Background: an optimization exercise with open tools, aiming at small area, a short achievable clock period and few clock cycles. Do not read the settings as production practice.
At most, simulation tests tie the RTL to the original design; equivalence was not proved.
Function not checked in runs 2 and 3: the RTL went through the layout flow alone.
Power figures rest on the tool's default switching activity, not on a simulated workload.

==> flow/design.v <==
module cordic_core (
    input  wire         clk,
    input  wire         rst,
    input  wire         bus_write,
    input  wire         bus_read,
    input  wire [5:0]   addr,
    input  wire [31:0]  wdata,
    output reg  [31:0]  rdata,
    output reg          done
);
    parameter WIDTH = 16;       
    parameter ITER  = 16;       
    reg signed [WIDTH-1:0] x, y;
    reg signed [31:0]       z;
    reg [4:0]               iter_cnt;
    reg                     busy;
    reg [31:0] atan_val;
    always @(*) begin
        case (iter_cnt[3:0])
            4'd0:  atan_val = 32'b00100000000000000000000000000000;
            4'd1:  atan_val = 32'b00010010111001000000010100011101;
            4'd2:  atan_val = 32'b00001001111110110011100001011011;
            4'd3:  atan_val = 32'b00000101000100010001000111010100;
            4'd4:  atan_val = 32'b00000010100010110000110101000011;
            4'd5:  atan_val = 32'b00000001010001011101011111100001;
            4'd6:  atan_val = 32'b00000000101000101111011000011110;
            4'd7:  atan_val = 32'b00000000010100010111110001010101;
            4'd8:  atan_val = 32'b00000000001010001011111001010011;
            4'd9:  atan_val = 32'b00000000000101000101111100101110;
            4'd10: atan_val = 32'b00000000000010100010111110011000;
            4'd11: atan_val = 32'b00000000000001010001011111001100;
            4'd12: atan_val = 32'b00000000000000101000101111100110;
            4'd13: atan_val = 32'b00000000000000010100010111110011;
            4'd14: atan_val = 32'b00000000000000001010001011111001;
            default: atan_val = 32'b00000000000000000101000101111100;
        endcase
    end
    localparam ADDR_CTRL  = 6'h00;
    localparam ADDR_ANGLE = 6'h04;
    localparam ADDR_COS   = 6'h08;
    localparam ADDR_SIN   = 6'h0C;
    always @(posedge clk) begin
        if (rst) begin
            busy     <= 0;
            done     <= 0;
            iter_cnt <= 0;
            x        <= 0;
            y        <= 0;
            z        <= 0;
        end else begin
            if (done && !bus_write) begin
                done <= 0;
            end
            if (bus_write && addr == ADDR_ANGLE) begin
                z        <= wdata;
                x        <= 16'd19890;  
                y        <= 0;
                iter_cnt <= 0;
                busy     <= 1;
                done     <= 0;
            end 
            else if (busy) begin
                if (z[31] == 0) begin
                    x <= x - (y >>> iter_cnt);
                    y <= y + (x >>> iter_cnt);
                    z <= z - atan_val;
                end else begin
                    x <= x + (y >>> iter_cnt);
                    y <= y - (x >>> iter_cnt);
                    z <= z + atan_val;
                end
                if (iter_cnt == ITER-1) begin
                    busy     <= 0;
                    done     <= 1;
                    iter_cnt <= 0;
                end else begin
                    iter_cnt <= iter_cnt + 1;
                end
            end
        end
    end
    always @(*) begin
        case(addr)
            ADDR_CTRL:  rdata = {31'b0, done};
            ADDR_COS:   rdata = {{16{x[WIDTH-1]}}, x};  
            ADDR_SIN:   rdata = {{16{y[WIDTH-1]}}, y};  
            default:    rdata = 32'b0;
        endcase
    end
endmodule
==> flow/run.sh <==
#!/bin/bash
# synth_recipe.tcl (not shown) runs the flow's synth.tcl, then flattens the netlist and writes it again
# the make line also repeats each setting of config.mk as NAME=value (left out here)
make -C /OpenROAD-flow-scripts/flow DESIGN_CONFIG=/design/flow/config.mk WORK_HOME=/design/flow/orfs CLKGATE_MAP_FILE= SYNTH_SCRIPT=/design/flow/synth_recipe.tcl finish
==> flow/config.mk <==
export PLATFORM = sky130hd
export DESIGN_NAME = cordic_core
export DESIGN_NICKNAME = cordic_core
export VERILOG_FILES = /design/flow/design.v
export SDC_FILE = /design/flow/constraint.sdc
export NUM_CORES = 4
export LEC_CHECK = 0
export CAP_MARGIN = 20
export CORE_MARGIN = 2
export CORE_UTILIZATION = 40
export SLEW_MARGIN = 20
==> flow/constraint.sdc <==
create_clock -name core_clock -period 10.0 [get_ports {clk}]
set_input_delay 2.0000 -clock core_clock [delete_from_list [all_inputs] [get_ports {clk}]]
set_output_delay 2.0000 -clock core_clock [all_outputs]
set_load 0.01 [all_outputs]
==> results of run 1 <==
==> worst max-delay path by stage <==
stage	from	endpoint	slack (ns)	cells after the start
floorplan	addr[1]	rdata[16]	4.20	4
global placement	addr[1]	rdata[19]	3.04	5
detailed placement	addr[1]	rdata[25]	2.96	5
CTS	addr[1]	rdata[25]	2.96	5
global route	addr[1]	rdata[26]	2.76	5
finish	addr[1]	rdata[27]	2.97	5
==> flip-flops by register name, summed over array words and instances (netlist names) <==
name	cells
done	1
x	16
atan_val	30
z	32
iter_cnt	5
y	16
busy	1
==> critical path: cells and delay by family <==
kind	cells	cell delay, ns
AO/OA/AOI/OAI	1	0.53
AND/OR/NAND/NOR	2	1.48
buffers and inverters	2	1.02
==> metal layers <==
metal  vias to the layer above  share of wire (%)  global-route usage (%)
met5                         -                  0                       0
met4                         0                3.3                    7.46
met3                        59                6.3                    3.81
met2                       288                 47                    37.4
met1                      4476                 44                    27.8
li1                       4677                  -                       -
==> power by group <==
part | internal [mW] | leakage (nW) | switching [mW] | total (mW)
Clock | 0.175 | 0.142 | 0.186 | 0.361
Sequential | 0.404 | 0.816 | 0.00438 | 0.408
Combinational | 0.0695 | 3.77 | 0.0729 | 0.142
Total | 0.649 | 4.73 | 0.263 | 0.912
==> cell type report <==
type / count / area, um2
clock buffer: 9 / 225
clock inverter: 7 / 66.3
fill: 2613 / 13800
inverter: 36 / 135
multi-input combinational: 1051 / 7580
sequential: 101 / 2030
tap: 330 / 413
timing repair buffer: 87 / 831
==> cell usage after synthesis, types with 8 or more instances <==
cell        n
nor2b_1     8
mux2_2     12
a21o_1     26
o211ai_1   11
o21a_1     12
a22o_1     17
o21ai_0    58
nand2b_1   10
nor3_1     27
dfxtp_1   101
mux4_2     20
mux2i_1    59
and3_1     14
and2_1     16
clkbuf_1   48
a211oi_1   36
buf_1       9
or2_2       9
xnor2_1    51
inv_1      32
nand3_1    19
buf_4      17
nor2_1    162
ha_1       73
xor2_1     55
a21oi_1   114
a31oi_1    22
nor4_1      8
nand2_1   101
mux4_1      9
==> placed cells by master, fill, tap and decap left out, drive strengths merged, types with 16 or more instances in the layout <==
cell and count:
a21oi 115, a211oi 36, a31oi 22, a21o 26
nor3 27, ha 73, xor2 55, nor2 162
mux4 29, o21ai 59, mux2i 59, and2 16
nand2 101, a22o 17, xnor2 52, inv 38
nand3 19, clkdlybuf4s50 72, dfxtp 101
==> metrics by stage <==
stage | worst slack [ns] | util (%)
CTS | 2.96 | 44.9
global route | 2.76 | 44.9
finish | 2.97 | 44.9
detailed placement | 2.96 | 43.7
floorplan | 4.20 | -
global placement | 3.04 | 43.7
==> cell families (layout without fill, tap and decap cells) <==
group                      count (synthesis)  count (layout)  share of synthesized area (%)
and+or+nand+nor                          400             400                           18.0
AOI/OAI and AO/OA                        368             368                           23.6
buffers and inverters                    123             139                           5.86
xor gates and xnor gates                 107             107                           9.27
DFF                                      101             101                           19.8
muxes                                    100             100                           13.9
adders and majority gates                 76              76                           9.55
==> impl_metrics.yaml, run 1 <==
run_status:
  outcome: "finished clean"
cts:
  clockBufferDepth: 2
  clk_latency_ns: 0.37
  cts_resized: 0
  post_cts_buffers: 0
  clk_pin_slew_worst_paths_ns: 0.07
  htreeDepth: 3
  cts_tree: "built"
  cts.sinks: 101
  clockRootBuffer: "clkbuf_16"
  cts_hold_buf: 0
  cts_buffers: 9
logic_synthesis:
  synth_fp_nets: 1393
  ys.flop_type: "dfxtp_1"
  yosys_warnings: 1
  synth_cell_types: 73
  synthCells: 1275
  synth_area_leaders: "dfxtp_1 20%, ha_1 9.0%, nor2_1 6.0%"
  synth-edff-count: 0
  synth_top_area_cell: "dfxtp_1"
  synth_area_um2: 10200
  yosys.area.top_type_share_pct: 19.8
  synthArstFlopShare_pct: 0
  synth_seq_cells: 101
  yosysSeqAreaShare_pct: 19.8
  avgSynthCellArea_um2: 7.99
worst_hold_path:
  hold_path_depth: 2
  hp-class: "register to register"
  min_to: "y[0]"
  hp-start: "y[0]"
floorplan:
  ios: 75
  core-area_um2: 25100
  die_area_um2: 26800
  die_w_um: 164
  rows: 58
  die_h_um: 164
  start_util_pct: 40.6
worst_setup_path:
  timing.rr.end: "x[15]"
  r2r_slack_ns: 4.43
  reg2regPathDepth: 19
  cp_slowest_cell: "nor2_1"
  crit_type: "input pin to output pin"
  required_ns: 8.00
  path_cells: "clkdlybuf4s50_1 > or4_1 > nor2_1 > a22o_1 > clkdlybuf4s50_1"
  path_common_cell: "clkdlybuf4s50_1"
  r2r_start: "iter_cnt[1]"
  worstSetupStartpointType: "input pin"
  endpoint_kind: "output pin"
  worstPathMaxFanout: 17
  arrival_ns: 5.03
  cpPeakStageDelay_ns: 0.77
placement:
  placed_cells_incl_taps: 1605
  placed_area_um2: 11000
  place_hpwl_um: 20600
  numPortBuffers: 73
  place.gp.congestion: 0.910
global_routing:
  grt-ovfl-total: 0
  grt_antenna_before_repair: 0
  grt_max_degree: 75
  grt_pass1_vias: 9071
  track_usage_pct: 21.9
  grt_pass1_wl_um: 46700
routing:
  antenna_left: 0
  wire_per_inst_um: 17.9
  drc: 0
  vias: 9500
  drt_wl_total_um: 29000
  vias_per_cell: 5.86
  drt_iter0_markers: 713
  first_pass_iters: 5
finish:
  diodes: 0
  final_nets: 1404
  area_growth_pct: 10.7
  drive_gt1_share_pct: 6.66
  fin_area_um2: 11300
  finalNonFillerCells: 1621
timing:
  worst_pin_slew_ns: 1.00
  maxClockFrequency_mhz: 142
  rsz0062_at_grt: "no"
  fin_crit_sh_pct: 70.3
  hold_viol: 0
  slew_violations: 0
  fin_crit_ns: 7.03
  setup-violations-final: 0
  fin_skew_ns: 0.00649
  setup-tns-final_ns: 0
  relSlewSlack_pct: 33.1
  fin_hold_ws_ns: 0.503
power_and_ir_drop:
  power.total_mw: 0.912
  ir_drop_mv: 0.0750
  p_per_area_nw_per_um2: 80.9
  p_leak_nw: 4.73
flow_run:
  drv_cap: 0
Testbench counts, summed over its fixed seeds: cycles 136,000.
==> run 2, diff against run 1 <==
==> flow/design.v (replaced) <==
module cordic_core (
    input  wire         clk,
    input  wire         rst,
    input  wire         bus_write,
    input  wire         bus_read,
    input  wire [5:0]   addr,
    input  wire [31:0]  wdata,
    output reg  [31:0]  rdata,
    output reg          done
);
    wire d0 = ~wdata[31];
    wire d1 = d0 ? ($signed(wdata) >= 32'sd536870912) : ($signed(wdata) >= -32'sd536870912);
    wire [31:0] pm = ({d1, d0} == 2'd0) ? 32'd3441162979 : ({d1, d0} == 2'd1) ? 32'd219937507 : ({d1, d0} == 2'd2) ? 32'd4075029789 : 32'd853804317;
    wire [15:0] xm = ({d1, d0} == 2'd0) ? 16'h26d9 : ({d1, d0} == 2'd1) ? 16'h748b : ({d1, d0} == 2'd2) ? 16'h748b : 16'h26d9;
    wire [15:0] ym = ({d1, d0} == 2'd0) ? 16'h8b75 : ({d1, d0} == 2'd1) ? 16'h26d9 : ({d1, d0} == 2'd2) ? 16'hd927 : 16'h748b;
    wire [31:0] zm = wdata - pm;
    reg [15:0] xr, yr;
    reg [31:0] zr;
    reg [3:0]  cnt;       
    reg        busy;
    wire dc = ~zr[31];
    wire [15:0] xs = $signed(xr) >>> cnt;
    wire [15:0] ys = $signed(yr) >>> cnt;
    reg [31:0] at;
    always @(*) begin
        case (cnt)
            4'd2: at = 32'd167458907;
            4'd3: at = 32'd85004756;
            4'd4: at = 32'd42667331;
            4'd5: at = 32'd21354465;
            4'd6: at = 32'd10679838;
            4'd7: at = 32'd5340245;
            4'd8: at = 32'd2670163;
            4'd9: at = 32'd1335086;
            4'd10: at = 32'd667544;
            4'd11: at = 32'd333772;
            4'd12: at = 32'd166886;
            4'd13: at = 32'd83443;
            4'd14: at = 32'd41721;
            default: at = 32'd0;
        endcase
    end
    wire [16:0] xn_t = {xr, 1'b1} + {ys ^ {16{dc}}, dc};
    wire [15:0] xn = xn_t[16:1];
    wire [16:0] yn_t = {yr, 1'b1} + {xs ^ {16{~dc}}, ~dc};
    wire [15:0] yn = yn_t[16:1];
    wire [32:0] zn_t = {zr, 1'b1} + {at ^ {32{dc}}, dc};
    wire [31:0] zn = zn_t[32:1];
    wire start = bus_write && (addr == 6'h04);
    always @(posedge clk) begin
        if (start) begin
            xr <= xm; yr <= ym; zr <= zm; cnt <= 4'd2;
        end else if (busy) begin
            xr <= xn; yr <= yn; zr <= zn; cnt <= cnt + 4'd1;
        end
    end
    always @(posedge clk) begin
        if (rst) begin
            busy <= 1'b0; done <= 1'b0;
        end else if (start) begin
            busy <= 1'b1; done <= 1'b0;
        end else if (busy) begin
            if (cnt == 4'd14) begin busy <= 1'b0; done <= 1'b1; end
        end else begin
            done <= done & bus_write;
        end
    end
    wire d15 = ~zr[31];
    wire [15:0] xs15 = {16{xr[15]}};    
    wire [15:0] ys15 = {16{yr[15]}};
    wire [16:0] xf_t = {xr, 1'b1} + {ys15 ^ {16{d15}}, d15};
    wire [15:0] xf = xf_t[16:1];
    wire [16:0] yf_t = {yr, 1'b1} + {xs15 ^ {16{~d15}}, ~d15};
    wire [15:0] yf = yf_t[16:1];
    always @(*) begin
        case (addr)
            6'h00:   rdata = {31'b0, done};
            6'h08:   rdata = {{16{xf[15]}}, xf};
            6'h0C:   rdata = {{16{yf[15]}}, yf};
            default: rdata = 32'b0;
        endcase
    end
endmodule
--- a/flow/config.mk
+++ b/flow/config.mk
@@ -10,2 +10,3 @@
 export CORE_UTILIZATION = 40
+export SETUP_SLACK_MARGIN = 4.0
 export SLEW_MARGIN = 20
==> impl_metrics.yaml, run 2 <==
run_status:
  outcome: "finished clean"
flow_run:
  drv_cap: 0
logic_synthesis:
  synthMuxAreaShare_pct: 7.19
  synth_top_family_by_area: "compound AO/OA/AOI/OAI gates"
  synth_most_common_cell: "a21oi_1"
  avgSynthCellArea_um2: 8.08
  synthCells: 1504
  synth_fp_nets: 1670
  synth-simple-area-share_pct: 17.9
  synth.top_cells.by_count: "132 x a21oi_1, 130 x o21ai_0, 129 x nor2_1"
  synth_cell_types: 78
  synth-edff-count: 64
  yosys_warnings: 1
  synth_area_um2: 12200
  synthAdderAreaFrac_pct: 13.1
  yosys.area.top_type_share_pct: 15.8
  synth_top_area_cell: "edfxtp_1"
  ys.flop_type: "edfxtp_1"
  synth_area_leaders: "edfxtp_1 16%, ha_1 13%, xnor2_1 8.9%"
  synth-xor-area-share_pct: 11.9
  synth_seq_cells: 98
  synth-compound-area-share_pct: 24.1
  yosysSeqAreaShare_pct: 21.4
  synthArstFlopShare_pct: 0
worst_setup_path:
  worstPathMaxFanout: 16
  r2r_slack_ns: 4.99
  worstSetupStartpointType: "input pin"
  timing.rr.end: "xr[14]"
  endpoint_kind: "output pin"
  r2r_start: "cnt[1]"
  startpoint: "addr[4]"
  reg2regPathDepth: 18
  required_ns: 8.00
  endpoint: "rdata[17]"
  arrival_ns: 3.94
  crit_type: "input pin to output pin"
routing:
  antenna_left: 0
  drt_iter0_markers: 686
  first_pass_iters: 5
  wire_per_inst_um: 18.1
  vias_per_cell: 5.79
  drc: 0
  drt_wl_total_um: 35300
  vias: 11256
timing:
  setup-tns-final_ns: 0
  fin_crit_sh_pct: 59.4
  slew_violations: 0
  setup-violations-final: 0
  hold_viol: 0
  fin_skew_ns: 0.00998
  maxClockFrequency_mhz: 168
  rsz0062_at_grt: "yes"
  fin_crit_ns: 5.94
  worst_pin_slew_ns: 0.925
  relSlewSlack_pct: 38.1
finish:
  diodes: 0
  largest_reg_flops: 32
  area_growth_pct: 17.0
  regMostFlops: "zr"
  finalNonFillerCells: 1944
  final_cell_mix: "129 x nor2_1, 127 x a21oi_1, 122 x nand2_1, 121 x xnor2_1, 120 x o21ai_0"
  mostFrequentLayoutCell: "nor2_1"
  final_nets: 1715
  drive_gt1_share_pct: 12.0
power_and_ir_drop:
  combPwrFrac_pct: 67.1
  pwr-share-clk_pct: 11.9
  p_per_area_nw_per_um2: 202
  p_sw_share_pct: 44.6
  intPower_mw: 1.60
  net-switching-power_mw: 1.29
  seq_power_share_pct: 21.1
  p_leak_nw: 5.74
  ir_drop_mv: 0.122
worst_hold_path:
  hp-class: "register to register"
  hold_path_depth: 2
floorplan:
  start_util_pct: 40.8
  ios: 75
  die_w_um: 178
  core-area_um2: 29800
  die_area_um2: 31800
  die_h_um: 178
  rows: 63
global_routing:
  grt_max_degree: 72
  track_usage_pct: 22.1
  grt-ovfl-total: 0
  grt_antenna_before_repair: 0
  grt_pass1_vias: 10548
  grt_pass1_wl_um: 55400
cts:
  clockRootBuffer: "clkbuf_16"
  clk_latency_ns: 0.36
  cts.sinks: 98
  clk_pin_slew_worst_paths_ns: 0.07
  cts_tree: "built"
  cts_hold_buf: 0
  htreeDepth: 3
  cts_buffers: 9
  clockBufferDepth: 2
placement:
  placed_cells_incl_taps: 1900
  place.gp.congestion: 0.862
  place_hpwl_um: 25700
  numPortBuffers: 73
==> run 2: changes by cell type after synthesis, moves of 20 or more <==
cell,delta
edfxtp_1,+64
nand2_1,+23
nor2_1,-33
xnor2_1,+72
ha_1,+50
o21ai_0,+72
dfxtp_1,-67
a211oi_1,-20
mux2i_1,-24
==> run 2: repair_timing <==
item,4_1_cts,5_1_grt
cloned,3,1
buffers inserted,15,9
pin swaps,13,26
resized for setup,74,126
endpoints found under the setup margin,53,37
==> run 2: worst max-delay path, stage by stage <==
cell and delay, ns:
clkdlybuf4s50_1 0.41, nor4_2 0.28, buf_4 0.18, nand2_4 0.12, or4_4 0.53, buf_4 0.16, nand2_4 0.10, buf_2 0.15
==> run 2: logic make-up (layout without fill, tap and decap cells) <==
kind of cell             Yosys count  after routing
buffers and inverters            126            174
multiplexers                      63             63
adder cells (fa/ha/maj)          127            127
XOR/XNOR                         165            165
flip-flops                        98             98
AO/OA/AOI/OAI                    467            467
AND/OR/NAND/NOR                  458            460
==> run 2: metal layers <==
metal	share of wire [%]	vias to the layer above	global-route usage (%)	routed length, um
met5	0	-	0	0
met1	44	5285	28.3	15500
met3	4.1	56	2.13	1450
li1	-	5623	-	-
met2	49	292	38.9	17300
met4	2.7	0	7.62	943
==> run 2: worst min-delay path by stage <==
stage | start | end | slack (ns)
after floorplan | busy | busy | 0.60
after global placement | busy | busy | 0.58
after CTS | busy | busy | 0.59
after detailed placement | busy | busy | 0.58
after global routing | busy | busy | 0.66
final | busy | busy | 0.59
==> run 2: layout make-up <==
class / count / area, um2
Fill cell: 2932 / 15600
Timing Repair Buffer: 113 / 1130
Tap cell: 390 / 488
Multi-Input combinational cell: 1282 / 9560
Clock buffer: 10 / 229
Sequential cell: 98 / 2600
Inverter: 45 / 169
Clock inverter: 6 / 47.5
==> run 2: power groups by stage <==
stage | Clock (mW) | Sequential (mW) | Combinational [mW]
after detailed placement | 0 | 0.618 | 1.88
after global placement | 0 | 0.615 | 1.86
after floorplan | 0 | 0.601 | 1.51
final | 0.342 | 0.607 | 1.93
after CTS | 0.355 | 0.608 | 1.92
after global routing | 0.367 | 0.611 | 2.16
==> run 2: metrics by stage <==
step,hold WS [ns],setup slack [ns],utilization [%],power (mW),area [um2]
2_1_floorplan,0.599,4.00,-,2.11,12200
3_3_place_gp,0.579,2.60,44.2,2.47,13200
3_5_place_dp,0.577,2.51,44.2,2.50,13200
4_1_cts,0.588,3.90,46.5,2.88,13900
5_1_grt,0.665,3.91,47.7,3.14,14200
6_report,0.589,4.06,47.7,2.88,14200
==> run 3, diff against run 2 <==
--- a/flow/config.mk
+++ b/flow/config.mk
@@ -10,3 +10,3 @@
 export CORE_UTILIZATION = 40
-export SETUP_SLACK_MARGIN = 4.0
+export SETUP_SLACK_MARGIN = 5.0
 export SLEW_MARGIN = 20
==> impl_metrics.yaml, run 3 <==
run_status:
  outcome: "finished clean"
worst_setup_path:
  cpPeakStageDelay_ns: 0.64
  arrival_ns: 3.92
  crit_buf_inv: 6
  path_cells: "buf_12 > xor2_4 > buf_6 > buf_6 > ha_4 > inv_4 > o21bai_4 > a2111oi_4 > o21ai_2 > a41oi_2 > o21ai_2 > o21a_1 > o21a_1 > or4_4 > nand2_4 > buf_4 > buf_6"
  crit_type: "register to output pin"
  crit_family: "compound AO/OA/AOI/OAI gates"
  cp_slowest_cell: "or4_4"
  required_ns: 8.00
  endpoint_kind: "output pin"
  path_common_cell: "buf_6"
  worstSetupStartpointType: "register"
  worstPathMaxFanout: 4
finish:
  fin_area_um2: 15900
  final_cell_mix: "121 x nor2_1, 117 x nand2_1, 117 x xnor2_1, 115 x a21oi_1, 98 x o21ai_0"
  diodes: 0
  mostFrequentLayoutCell: "nor2_1"
  drive_gt1_share_pct: 25.7
  regMostFlops: "zr"
  largest_reg_flops: 32
  final_util_pct: 53.4
  area_growth_pct: 30.8
  nFillCells: 2703
  finalNonFillerCells: 2046
  final_nets: 1817
placement:
  placed_cells_incl_taps: 1899
  place.gp.congestion: 0.867
  numPortBuffers: 73
  placed_area_um2: 13400
  place_hpwl_um: 25700
  dp_slack_ns: 2.74
cts:
  clockBufferDepth: 2
  cts_tree: "built"
  clockRootBuffer: "clkbuf_16"
  cts_buffers: 9
  cts_hold_buf: 0
  cts.sinks: 98
  clk_latency_ns: 0.37
  htreeDepth: 3
  clk_pin_slew_worst_paths_ns: 0.08
floorplan:
  die_h_um: 178
  die_area_um2: 31800
  rows: 63
  start_util_pct: 40.8
  core-area_um2: 29800
  ios: 75
  die_w_um: 178
power_and_ir_drop:
  pwr-share-clk_pct: 12.4
  p_sw_share_pct: 44.5
  ir_drop_mv: 0.111
  intPower_mw: 1.69
  power.total_mw: 3.04
  seq_power_share_pct: 19.8
  net-switching-power_mw: 1.35
  p_per_area_nw_per_um2: 191
  combPwrFrac_pct: 67.8
  p_leak_nw: 6.39
timing:
  fin_skew_ns: 0.0147
  hold_viol: 0
  fin_crit_ns: 5.92
  setup-violations-final: 0
  setup-tns-final_ns: 0
  relSlewSlack_pct: 42.6
  fin_crit_sh_pct: 59.2
  maxClockFrequency_mhz: 169
  rsz0062_at_grt: "yes"
  slew_violations: 0
  fin_hold_ws_ns: 0.644
  worst_pin_slew_ns: 0.861
  worst_slack_ns: 4.08
global_routing:
  track_usage_pct: 23.3
  grt_pass1_wl_um: 58200
  grt_pass1_vias: 10932
  grt-ovfl-total: 0
  grt_antenna_before_repair: 0
  grt_max_degree: 72
logic_synthesis:
  yosys.area.top_type_share_pct: 15.8
  synth_seq_cells: 98
  avgSynthCellArea_um2: 8.08
  synth_cell_types: 78
  synthArstFlopShare_pct: 0
  synth_area_um2: 12200
  synth-edff-count: 64
  synth.top_cells.by_count: "132 x a21oi_1, 130 x o21ai_0, 129 x nor2_1"
  yosys_warnings: 1
  synthCells: 1504
  yosysSeqAreaShare_pct: 21.4
  synth_fp_nets: 1670
  synth_area_leaders: "edfxtp_1 16%, ha_1 13%, xnor2_1 8.9%"
  synth_most_common_cell: "a21oi_1"
  synth_top_area_cell: "edfxtp_1"
  ys.flop_type: "edfxtp_1"
routing:
  wire_per_inst_um: 18.6
  drt_iter0_markers: 790
  antenna_left: 0
  vias: 11813
  vias_per_cell: 5.77
  drt_wl_total_um: 38000
  first_pass_iters: 5
  drc: 0
worst_hold_path:
  hp-class: "register to register"
flow_run:
  drv_cap: 0
## run 3: changes by cell type in the layout (fill, tap and decap cells not counted), sizes merged, moves of 2 or more
cell and change:
dlygate4sd2 +3, dlymetal6s2s -11, clkbuf +2, inv -2
clkdlybuf4s15 +6, buf +139, clkdlybuf4s50 -39, clkinv +2
## run 3: worst reg2reg max path, stage by stage (launching register included)
cell and delay (ns):
dfxtp_1 0.31, buf_4 0.37, mux4_2 0.60, mux4_2 0.58
xnor2_1 0.18, ha_1 0.33, a21o_1 0.17, a21oi_1 0.23
o21bai_1 0.09, a21oi_1 0.27, o21a_1 0.17, o21ai_0 0.15
a211oi_2 0.28, o21ai_0 0.15, a41oi_1 0.24, xor2_1 0.16
o21ai_0 0.09
## run 3: path summary, 6_finish.rpt
path / startpoint / to / slack, ns / cells past startpoint
worst max-delay path: zr[31] / rdata[22] / 4.08 / 17
worst min-delay path: busy / busy / 0.64 / 2
worst max register to register: cnt[2] / yr[14] / 5.37 / 16
worst min register to register: busy / busy / 0.64 / 2
## run 3: layout make-up
class / instances / area [um2] / share of cell area (%)
well taps: 390 / 488 / 3.07
inverters: 45 / 209 / 1.31
flip-flops and latches: 98 / 2600 / 16.4
clock buffers: 11 / 264 / 1.66
repair buffers: 212 / 1970 / 12.4
clock inverters: 5 / 46.3 / 0.291
multi-input cells: 1283 / 10300 / 64.7
repair inverters: 2 / 32.5 / 0.205
## run 3: cell families (layout without fill, tap and decap cells)
group           after synthesis  count (layout)  share of synthesized area [%]
xor+xnor                    165             165                           11.9
buf+inv                     126             275                           4.49
simple gates                458             461                           17.9
mux                          63              63                           7.19
compound gates              467             467                           24.1
fa+ha+maj                   127             127                           13.1
flops                        98              98                           21.4
## run 3: repair_timing
action                                  4_1_cts  5_1_grt
resized for setup                           435      114
buffers inserted                             93       31
gates cloned                                  7        0
endpoints found under the setup margin       62       57
hold endpoints to repair                      0        0
pin swaps                                    88       63
## run 3: layer usage
layer / GRT usage [%] / share of wire (%) / up-vias
met3: 2.41 / 4.5 / 57
met2: 41.1 / 50 / 311
met4: 8.57 / 3.0 / 0
li1: - / - / 5827
met1: 29.2 / 42 / 5618
met5: 0 / 0 / -
## run 3: power by group through the flow
stage                     logic [mW]  clock network (mW)  registers [mW]
final                           2.06               0.378           0.602
after global routing            2.29               0.398           0.609
after floorplan                 1.53                   0           0.601
after CTS                       1.98               0.384           0.603
after detailed placement        1.91                   0           0.611
after global placement          1.89                   0           0.611

[static timing again, ports no longer ideal]
In the flow no input, the clock included, has a driving cell. The finished layouts below were timed again as built, in two steps. Step 1: set_driving_cell puts a clkbuf_16 on clk and a buf_2 on each other input, an assumption about the parent block. Step 2 adds t to the input delays and takes it off the output delays; t is the mean of the earliest and latest rising clock arrival at the registers after step 1. Input paths then give back, and output paths get back, about the clock's delay inside the block. a / b / c = ideal ports / drivers / drivers and shift; a / b = the first two.
run | t (ns) | setup WS [ns] | hold WS [ns] | worst setup path after step 2
run 1 | 0.411 | 2.971 / 2.948 / 2.948 | 0.503 / 0.503 / 0.503 | input to output
run 2 | 0.407 | 4.062 / 4.025 / 3.801 | 0.589 / 0.589 / 0.589 | input to register
run 3 | 0.413 | 4.078 / 4.029 / 4.367 | 0.644 / 0.644 / 0.644 | input to register
After both steps every run listed still meets setup and hold. The setup slack of run 2, which loses most, moves by -0.037 ns with the drivers and by -0.261 ns with both steps.
